This is an optimization exercise on Yosys and OpenROAD, whose aim is small area and a short achievable clock period, not a production implementation.
Only simulation tests tie the RTL to the original design; equivalence was not proved.
No activity file was given, so power comes from the tool's default toggle rates.

==> flow/design.v, too long to show whole: its modules and the start of the top module <==
// module systolic_2x2: 73 lines
// module pe: 34 lines
// module mul32_pipe: 1626 lines
// module pfx_add64pg: 453 lines
// module pfx_sum65: 453 lines
// module pfx_car33: 196 lines
// module fa3: 4 lines
// module ha2: 4 lines
module systolic_2x2 #(parameter DATA_TYPE = 3'b011) (
    input clk,
    input rst,
    input load_in,
    input [31:0] row_in_row0, row_in_row1,
    input [31:0] col_in_col0, col_in_col1,
    output [63:0] result_row00, result_row01, result_row10, result_row11,
    output carry_00, carry_01, carry_10, carry_11,
    output reg done,
    output reg valid_op
);
  // ...
==> flow/flow/run.sh <==
#!/bin/bash
# Own layout flow: the standard flow, except in synthesis:
#  - the prefix adder modules (pfx_*) and the tree's full/half adder modules
#    (fa3, ha2) are kept apart until the design is flattened at the end;
#  - ABC maps the accumulator adder, the other prefix adders and the rest of the
#    design with the scripts named in MY_ABC_PLAN / MY_ABC_MAIN below.
#  - clock tree synthesis adds no dummy loads (CTS_ARGS below).
# Every register, and everything else, is the standard flow's.
set -euo pipefail
W=$(pwd)
F=$W/flow
KEEP="pfx_car33 pfx_add64pg pfx_sum65 fa3 ha2"
# CTS as the standard flow runs it (same clustering as config.mk), without the
# dummy loads it adds at the tree's leaves
CTS="-sink_clustering_enable -repair_clock_nets -sink_clustering_size 28 -sink_clustering_max_diameter 80 -dont_use_dummy_load"
# same make call as standard.sh, with our synthesis script in place of synth_recipe.tcl
sed -e "s#SYNTH_SCRIPT=[^ ]*synth_recipe.tcl#SYNTH_SCRIPT=$W/my_synth.tcl#" \
    -e "s#CLKGATE_MAP_FILE= #CLKGATE_MAP_FILE= 'SYNTH_KEEP_MODULES=$KEEP' 'CTS_ARGS=$CTS' #" standard.sh > my_standard.sh
grep -q "SYNTH_SCRIPT=$W/my_synth.tcl" my_standard.sh
grep -q "SYNTH_KEEP_MODULES=" my_standard.sh
grep -q "CTS_ARGS=" my_standard.sh
sed "s#@FLOW_SYNTH@#$W/synth_recipe.tcl#" $F/my_synth.tcl.in > $W/my_synth.tcl
export MY_FLOW=$F
export MY_ABC_PLAN="adder_fast.abc pfx_sum65 adder_fast.abc pfx_car33 adder.abc pfx_add64pg"
export MY_ABC_MAIN=main.abc
bash my_standard.sh synth > $W/synth.log 2>&1
bash my_standard.sh finish > $W/layout.log 2>&1
test -f out/final.def
==> flow/flow/adder.abc <==
strash
dch
map -D 1600
buffer -c
topo
upsize -c
dnsize -c
==> flow/flow/adder_fast.abc <==
strash
dch
map
buffer -c
topo
upsize -c
dnsize -c
==> flow/flow/main.abc <==
strash
dch
map -D 2000
buffer -c
topo
upsize -c
dnsize -c
==> flow/flow/my_synth.tcl.in <==
# synth_recipe.tcl, with other ABC scripts: the prefix adders first (the
# accumulator's with its own script), then the rest of the design
proc abc {args} {
  set i [lsearch -exact $args -script]
  foreach {script mods} $::env(MY_ABC_PLAN) {
    set a $args
    lset a [expr {$i + 1}] $::env(MY_FLOW)/$script
    puts "own flow: abc with $script on $mods"
    yosys abc {*}$a {*}$mods
  }
  set a $args
  lset a [expr {$i + 1}] $::env(MY_FLOW)/$::env(MY_ABC_MAIN)
  puts "own flow: abc with $::env(MY_ABC_MAIN) on the rest"
  yosys abc {*}$a
}
source @FLOW_SYNTH@
==> flow/standard.sh <==
#!/bin/bash
# synth_recipe.tcl (not shown) runs the flow's synth.tcl, then flattens the netlist and writes it again
# the make line also repeats each setting of config.mk as NAME=value (left out here)
make -C /OpenROAD-flow-scripts/flow DESIGN_CONFIG=/design/flow/config.mk WORK_HOME=/design/flow/orfs CLKGATE_MAP_FILE= SYNTH_SCRIPT=/design/flow/synth_recipe.tcl "${@:-finish}"
==> flow/config.mk <==
export PLATFORM = sky130hd
export DESIGN_NAME = systolic_2x2
export DESIGN_NICKNAME = systolic_2x2
export VERILOG_FILES = /design/flow/design.v
export SDC_FILE = /design/flow/constraint.sdc
export NUM_CORES = 8
export LEC_CHECK = 0
export CAP_MARGIN = 20
export CELL_PAD_IN_SITES_DETAIL_PLACEMENT = 1
export CORE_MARGIN = 2
export CORE_UTILIZATION = 45
export CTS_CLUSTER_DIAMETER = 80
export CTS_CLUSTER_SIZE = 28
export PLACE_DENSITY = 0.55
export SETUP_SLACK_MARGIN = 2.4
export SLEW_MARGIN = 60
==> flow/constraint.sdc <==
create_clock -name core_clock -period 5.0 [get_ports {clk}]
set_input_delay 1.0000 -clock core_clock [delete_from_list [all_inputs] [get_ports {clk}]]
set_output_delay 1.0000 -clock core_clock [all_outputs]
set_load 0.01 [all_outputs]
==> impl_metrics.csv, run 1 <==
group,metric,value,unit
timing,fin_tns_setup,0,ns
floorplanning,ioPinCount,393,
floorplanning,n_tap_cell,7287,
clock_network,cts_buffers,341,
cells_and_area,final_nets,24900,
cells_and_area,synthToLayoutAreaGrowth,9.27,%
routing,postRouteAntennaNets,0,
power,power_leader,"sequential cells",
power,power_leakage,120,nW
logic_synthesis,ys_ff_latch,6566,
worst_setup_path,reg2reg_slack,2.32,ns
routing,drt_iter0_drc,17800,
floorplanning,initial_core_util,0.452,
logic_synthesis,ys.flop_type,"dfxtp_1",
power,seqPwrFrac,0.543,
cells_and_area,finalNonFillerCells,30500,
routing,wire_per_inst,25.2,um
logic_synthesis,synthAdderAreaFrac,0.112,
floorplanning,core_area,552000,um2
timing,slew_headroom,0.553,
worst_setup_path,crit_family,"adder cells",
logic_synthesis,synth_edf_count,128,
logic_synthesis,ys_seq_area_frac,0.532,
clock_network,cts.sinks,6566,
place,hpwl,509000,um
status,outcome,"no timing/DRC/antenna violations",
worst_setup_path,r2r_end,"pe01.mul.r2_fs303",
routing,route.layer.met1.wl,311000,um
floorplanning,die_area,560000,um2
logic_synthesis,ys_top_cells_by_count,"dfxtp_1, nand2_1, a22oi_1",
worst_setup_path,r2r_cells,4,
timing,whs,0.262,ns
grt,grt.overflow.total,0,
clock_network,ctsResizeCount,1957,
clock_network,max-clock-path-buffers,4,
worst_setup_path,cp-start-kind,"register",
cells_and_area,fill_cells,58700,
logic_synthesis,synth_cells,23300,
routing,top_layer_used,"met5",
==> inputs of run 2 (changes only) <==
--- a/flow/config.mk
+++ b/flow/config.mk
@@ -14,3 +14,3 @@
 export PLACE_DENSITY = 0.55
 export SETUP_SLACK_MARGIN = 2.4
-export SLEW_MARGIN = 60
+export SLEW_MARGIN = 45
==> run 2 against run 1 <==
  * Synthesized area did not move
  * Utilization increased by 0.073 points
  * Largest cell class unchanged
  * Critical path type unchanged
  * Clock power hardly changed
==> impl_metrics.csv, run 2 <==
group,metric,value,unit
worst_setup_path,r2r_end,"pe00.mul.p[42]",
status,outcome,"no timing/DRC/antenna violations",
worst_setup_path,reg2reg_slack,2.36,ns
floorplanning,fp.dieW,748,um
worst_setup_path,required,5.89,ns
logic_synthesis,synth-compound-area-share,0.147,
clock_network,clk_latency,1.06,ns
routing,wire_per_inst,25.3,um
place,place_congestion,0.924,
timing,fin_tns_setup,0,ns
clock_network,cts.sinks,6566,
logic_synthesis,synthXorXnorAreaFrac,0.0763,
worst_setup_path,cp.arrival,3.52,ns
logic_synthesis,synthArstFlopShare,0,
power,power_leakage,120,nW
clock_network,max-clock-path-buffers,4,
floorplanning,initial_core_util,0.452,
timing,finClkSkew,0.121,ns
cells_and_area,synthToLayoutAreaGrowth,9.43,%
floorplanning,ioPinCount,393,
power,ir_drop,0.000523,V
floorplanning,core_area,552000,um2
routing,wl_met3,73800,um
place,place_area,257000,um2
worst_hold_path,worstHoldPathType,"register to register",
routing,postRouteAntennaNets,0,
clock_network,cts_root_buffer,"clkbuf_16",
logic_synthesis,yosys_warnings,6,
logic_synthesis,ys.flop_type,"dfxtp_1",
timing,whs,0.244,ns
worst_setup_path,path_max_fanout,7,
clock_network,path_clk_slew,0.10,ns
power,p_per_area,425,nW/um2
place,hpwl,508000,um
clock_network,ctsHtreeMaxLevel,5,
logic_synthesis,synthAdderAreaFrac,0.112,
routing,vias,173000,
logic_synthesis,synth_mux_area_frac,0,
grt,grt.overflow.total,0,
timing,final-max-slew-violation-count,0,
logic_synthesis,ys_ff_latch,6566,
cells_and_area,ff_latch_area,135000,um2
grt,grt_pass1_wl,1130000,um
logic_synthesis,synthSimpleGateAreaFrac,0.0769,
grt,grt_pass1_vias,179000,
logic_synthesis,ys_types,76,
logic_synthesis,synth_cells,23300,
logic_synthesis,syn-cell-area,249000,um2
job,cap_violations,0,
routing,drc,0,
timing,hold_viol_final,0,
grt,antenna_found_initial,30,
floorplanning,num_rows,273,
cells_and_area,mostFrequentLayoutCells,"dfxtp_1, a22oi_1, nand2_1, xor2_1, nor2_1",
place,io_buffers,392,
routing,drtPass1Iterations,12,
worst_setup_path,r2r_cells,15,
worst_setup_path,startpoint,"pe00.mul.qg[0]",
clock_network,cts_buffers,346,
worst_setup_path,end_kind,"register",
timing,fin_crit,2.64,ns
logic_synthesis,yosysTopAreaCell,"dfxtp_1",
grt,grt_max_degree,103,
cells_and_area,mostFrequentLayoutCell,"dfxtp_1",
grt,track_usage,0.262,
timing,fmax,379,MHz
cells_and_area,fill_cells,58800,
timing,period_share,0.527,
logic_synthesis,yosysMostFrequentCell,"dfxtp_1",
cells_and_area,multi_input_area,104000,um2
timing,slew_headroom,0.407,
logic_synthesis,ys_seq_area_frac,0.532,
cells_and_area,post_route_cells_drive_above_1_share,0.112,
cells_and_area,final_nets,24900,
logic_synthesis,ys_top_cells_by_count,"dfxtp_1, nand2_1, a22oi_1",
logic_synthesis,synth.top_cell.area_share,0.517,
timing,setup_viol,0,
routing,viasPerCell,5.67,
worst_setup_path,r2r_start,"pe00.mul.qg[0]",
clock_network,cts_tree,"done",
logic_synthesis,synth_edf_count,128,
timing,tightest_slew,0.889,ns
power,total_power,116,mW
worst_setup_path,cp-start-kind,"register",
routing,wl_met2,339000,um
routing,route.layer.met1.wl,312000,um
logic_synthesis,synth_top_family_by_area,"compound AO/OA/AOI/OAI gates",
logic_synthesis,synth.avg_cell_area,10.7,um2
worst_setup_path,crit_end,"pe00.mul.p[42]",
floorplanning,die_y,748,um
routing,routed_wirelength,772000,um
routing,drt_iter0_drc,18000,
logic_synthesis,synth_area_leaders,"dfxtp_1, fa_1, a22oi_1, xor2_1, nand2_1",
floorplanning,die_area,560000,um2
timing,rsz0062_at_grt,"true",
routing,top_layer_used,"met5",
worst_setup_path,crit_type,"register to register",
cells_and_area,final_area,273000,um2
## run 2: cell counts after synthesis
Identical to the previous run, type by type.
## run 2: stage by stage
step,cells,utilization,worst slack [ns]
after floorplan,23400,-,2.87
after global placement,29700,0.464,1.77
after detailed placement,29800,0.466,1.63
after CTS,30300,0.487,2.13
after global routing,30500,0.494,2.23
final,30500,0.494,2.36
## run 2: area by class of cell
type | instances | share of cell area
antenna | 10 | 0.0000917
inverter | 1476 | 0.0208
timing repair buffer | 1045 | 0.0378
tap | 7287 | 0.0334
clock buffer | 346 | 0.0317
timing repair inverter | 1 | 0.0000183
sequential | 6566 | 0.494
multi-input combinational | 13800 | 0.382
## run 2: metal layers
layer / track usage / up-vias
li1: - / 77000
met1: 0.339 / 84900
met2: 0.416 / 8566
met3: 0.0629 / 2650
met4: 0.119 / 10
met5: 0.000765 / -
## run 2: worst max-delay path, stage by stage (launching register included)
cell and delay (ns):
dfxtp_2 0.33, ha_2 0.15, or2_1 0.13, nand3_2 0.09, a21oi_2 0.16, nor2_2 0.07
nor3_2 0.19, nor2_4 0.09, buf_6 0.13, nor3_4 0.14, nor2_4 0.06, buf_12 0.15
buf_12 0.14, buf_4 0.13, o31ai_4 0.21, xor2_2 0.28
## run 2: cell families (layout without fill, tap and decap cells)
family | after synthesis | in the layout
DFF | 6566 | 6566
other | 1 | 86
buffers and inverters | 3049 | 2868
AOI/OAI and AO/OA | 5217 | 5223
xor gates and xnor gates | 2172 | 2172
adders and majority gates | 1558 | 1558
and+or+nand+nor | 4768 | 4768
## run 2: how the worst min path moves through the flow
stage,from,to,slack (ns),cells past startpoint
floorplan,pe00.mul.da9[0],pe00.mul.da10[0],0.31,0
global placement,pe10.mul.da10[2],pe10.mul.da11[2],0.31,0
detailed placement,pe00.mul.da0[15],pe00.mul.da1[15],0.31,0
CTS,pe00.mul.db1[10],pe00.mul.db2[10],0.24,0
global route,pe00.mul.db1[10],pe00.mul.db2[10],0.24,0
finish,pe00.mul.db1[10],pe00.mul.db2[10],0.24,0
## run 2: timing repair
item	in CTS	in global routing
setup endpoints to repair	874	438
pin swaps	26	71
buffers inserted	215	184
hold endpoints to repair	0	0
hold buffers	0	0
resized for setup	2110	312
cloned	5	12
## run 2: report_power, final
part	internal (mW)	total, mW	leakage [nW]	switching, mW
sequential	57.4	62.9	54.6	5.52
combinational	10.6	24.8	60.9	14.3
clock	12.3	28.3	4.26	16.0
## run 2: Yosys stat by module (local to each module, per instance)
module / area (um2) / cells / flops+latches / times used
pfx_car33: 1290 / 251 / 0 / 4
pfx_add64pg: 2320 / 397 / 0 / 4
fa3: 20.0 / 1 / 0 / 1124
ha2: 12.5 / 1 / 0 / 136
pfx_sum65: 3950 / 732 / 0 / 4
systolic_2x2: 195000 / 16600 / 6566 / 1
==> inputs of run 3 (changes only) <==
--- a/flow/config.mk
+++ b/flow/config.mk
@@ -13,4 +13,4 @@
 export CTS_CLUSTER_SIZE = 28
 export PLACE_DENSITY = 0.55
-export SETUP_SLACK_MARGIN = 2.4
+export SETUP_SLACK_MARGIN = 2.45
 export SLEW_MARGIN = 45
==> run 3 against run 2 <==
  * Still clean on timing, DRC and antenna
  * Clock power hardly changed
  * Fmax is 1.6% lower
  * Register-to-register slack worse by 0.04 ns
  * Synthesized cell count did not move
  * First-iteration DRC count grew 3.6%
  * Cell area grew 1.3%
  * Global-route usage increased by 0.29 points
  * Non-clock buffer count up 185
  * Utilization grew 0.66 points
  * Setup slack got worse by 0.042 ns
  * Combinational power grew 3%
  * Clock-buffer cell count stayed put
  * Highest routed layer unchanged
==> impl_metrics.csv, run 3 <==
group,metric,value,unit
timing,slew_headroom,0.391,
status,outcome,"no timing/DRC/antenna violations",
power,swShare,0.310,
timing,hold_viol_final,0,
routing,postRouteAntennaNets,0,
logic_synthesis,ys_top_cells_by_count,"dfxtp_1, nand2_1, a22oi_1",
cells_and_area,synthToLayoutAreaGrowth,10.9,%
routing,routed_wirelength,789000,um
power,p_per_area,422,nW/um2
worst_setup_path,crit_type,"register to register",
timing,fin_ws,2.32,ns
logic_synthesis,yosysMostFrequentCell,"dfxtp_1",
logic_synthesis,synth_area_leaders,"dfxtp_1, fa_1, a22oi_1, xor2_1, nand2_1",
grt,grt.overflow.total,0,
power,seqPwrFrac,0.538,
floorplanning,die_y,748,um
power,p_switching,36.1,mW
clock_network,cts_tree,"done",
worst_setup_path,end_kind,"register",
timing,tightest_slew,0.913,ns
logic_synthesis,synth.avg_cell_area,10.7,um2
power,p_int,80.5,mW
logic_synthesis,ys_seq_area_frac,0.532,
floorplanning,die_area,560000,um2
place,place_congestion,0.924,
cells_and_area,mostFrequentLayoutCells,"dfxtp_1, a22oi_1, nand2_1, xor2_1, nor2_1",
place,hpwl,508000,um
clock_network,path_clk_slew,0.10,ns
power,ir_drop,0.000513,V
worst_hold_path,worstHoldPathType,"register to register",
grt,track_usage,0.265,
power,total_power,117,mW
timing,whs,0.243,ns
clock_network,clk_latency,1.04,ns
routing,drc,0,
place,dp_cells,29800,
logic_synthesis,syn-cell-area,249000,um2
logic_synthesis,ys_ff_latch,6566,
routing,vias,175000,
grt,grt_pass1_vias,179000,
clock_network,max-clock-path-buffers,4,
routing,drt_iter0_drc,18600,
cells_and_area,finalNonFillerCells,30700,
logic_synthesis,synthArstFlopShare,0,
logic_synthesis,ys_types,76,
timing,final-max-slew-violation-count,0,
place,post-place-ws,1.63,ns
cells_and_area,post_route_cells_drive_above_1_share,0.124,
floorplanning,fp.dieW,748,um
worst_setup_path,worstPathCellList,"buf_12 > clkinvlp_4 > buf_4 > o221ai_2 > xor2_1 > fa_1 > fa_1",
clock_network,cts_root_buffer,"clkbuf_16",
floorplanning,num_rows,273,
worst_setup_path,cp-start-kind,"register",
job,cap_violations,0,
routing,viasPerCell,5.69,
worst_setup_path,required,5.82,ns
logic_synthesis,yosys_warnings,6,
power,comb_power_share,0.219,
clock_network,ctsHtreeMaxLevel,5,
power,p_clk_frac,0.242,
timing,fin_tns_setup,0,ns
worst_setup_path,cp.arrival,3.50,ns
grt,antenna_found_initial,30,
timing,setup_viol,0,
worst_setup_path,path_common_cell,"fa_1",
grt,grt_pass1_wl,1140000,um
cells_and_area,final_nets,25100,
timing,fin_crit,2.68,ns
grt,grt_max_degree,103,
clock_network,cts_buffers,346,
worst_setup_path,path_max_fanout,11,
power,power_leakage,121,nW
clock_network,cts.sinks,6566,
timing,finClkSkew,0.126,ns
routing,drtPass1Iterations,13,
worst_setup_path,slowest_delay,0.46,ns
floorplanning,ioPinCount,393,
worst_setup_path,cpMaxStageDelayCell,"o221ai_2",
cells_and_area,mostFrequentLayoutCell,"dfxtp_1",
logic_synthesis,yosysTopAreaCell,"dfxtp_1",
logic_synthesis,synth_cells,23300,
timing,rsz0062_at_grt,"true",
timing,fmax,373,MHz
timing,period_share,0.536,
floorplanning,core_area,552000,um2
place,io_buffers,392,
logic_synthesis,synth.top_cell.area_share,0.517,
logic_synthesis,synth_edf_count,128,
routing,wire_per_inst,25.7,um
logic_synthesis,ys.flop_type,"dfxtp_1",
floorplanning,initial_core_util,0.452,
[run 3: cell counts after synthesis]
Identical to the previous run, type by type.
[run 3: cell families (layout without fill, tap and decap cells)]
logic type / after synthesis / after routing / synth area share
xor+xnor: 2172 / 2172 / 0.0763
simple gates: 4768 / 4768 / 0.0769
compound gates: 5217 / 5223 / 0.147
other cells: 1 / 90 / 0.0000150
flops: 6566 / 6566 / 0.532
fa+ha+maj: 1558 / 1558 / 0.112
buf+inv: 3049 / 3057 / 0.0559
[run 3: final timing paths]
kind | to | slack, ns | startpoint | cells after the start
worst max register to register | pe01.mul.r2_fs259 | 2.32 | pe01.mul.ta[13] | 7
worst max-delay path | pe01.mul.r2_fs259 | 2.32 | pe01.mul.ta[13] | 7
worst min-delay path | pe00.mul.db2[10] | 0.24 | pe00.mul.db1[10] | 0
worst min register to register | pe00.mul.db2[10] | 0.24 | pe00.mul.db1[10] | 0
[run 3: per-module statistics from Yosys, one instance, submodules excluded]
module        flip-flops and latches  cells inside  area (um2)
systolic_2x2                    6566         16600      195000
pfx_sum65                          0           732        3950
pfx_add64pg                        0           397        2320
pfx_car33                          0           251        1290
fa3                                0             1        20.0
ha2                                0             1        12.5
[run 3: repair_timing]
item	CTS	global route
setup endpoints to repair	962	573
buffers inserted	308	270
hold buffers	0	0
cloned	7	20
pin swaps	33	152
gates resized for setup	2336	450
[run 3: metal layers]
metal | up-vias | GRT usage | share of wire
met3 | 2819 | 0.0656 | 0.10
met4 | 12 | 0.124 | 0.062
met2 | 8913 | 0.419 | 0.44
met1 | 85600 | 0.341 | 0.40
li1 | 77400 | - | -
met5 | - | 0.00178 | 0.00013
[run 3: power groups by stage]
stage | clock [mW] | combinational, mW | sequential [mW]
2_1_floorplan | 0 | 16.9 | 60.5
3_3_place_gp | 0 | 22.8 | 63.9
3_5_place_dp | 0 | 23.8 | 64.0
4_1_cts | 29.3 | 24.6 | 62.6
5_1_grt | 31.2 | 28.9 | 63.1
6_report | 28.3 | 25.6 | 62.8
[run 3: cell type report]
| class | instances | area [um2] |
|---|---|---|
| sequential | 6566 | 135000 |
| fill | 58500 | 276000 |
| timing repair buffer | 1230 | 13200 |
| multi-input combinational | 13800 | 105000 |
| clock buffer | 346 | 8660 |
| tap | 7287 | 9120 |
| antenna | 14 | 35.0 |
| inverter | 1476 | 5720 |
| timing repair inverter | 5 | 47.5 |
[run 3: worst max-delay path, delay by kind of cell (launching register included)]
family	cells	cell delay, ns
compound gates	1	0.46
xor+xnor	1	0.22
buf+inv	3	0.46
flops	1	0.42
fa+ha+maj	2	0.90
[run 3: through the flow]
stage | utilization | area [um2]
2_1_floorplan | - | 250000
3_3_place_gp | 0.464 | 256000
3_5_place_dp | 0.466 | 257000
4_1_cts | 0.491 | 271000
5_1_grt | 0.501 | 277000
6_report | 0.501 | 277000

afterwards: timing with drivers on the ports:
How much do the figures lean on ideal ports? The routed layouts below were timed once more, with nothing changed but the port constraints. Step 1 sets driving cells, clkbuf_16 on the clock port and buf_2 on the other inputs (assumed; they add their load-dependent delay and slew). Step 2 moves the port delays by t, midway between the first and last clock arrival at a register: inputs arrive t later, outputs are due t later. That takes back most of the time a late clock gives input paths. Three values: ideal ports, drivers, drivers and shift; two values: the first two.
run	shift t [ns]	slack for setup (ns)	worst hold slack (ns)
run 1	1.115	2.323 / 2.304 / 1.662	0.262 / 0.262 / 0.262
run 2	1.112	2.363 / 2.268 / 1.646	0.244 / 0.244 / 0.244
run 3	1.119	2.321 / 2.264 / 1.712	0.243 / 0.243 / 0.243
After both steps setup and hold are still met in every run listed. For run 2, which loses most, drivers alone change the setup slack by -0.095 ns; drivers and shift together by -0.717 ns.
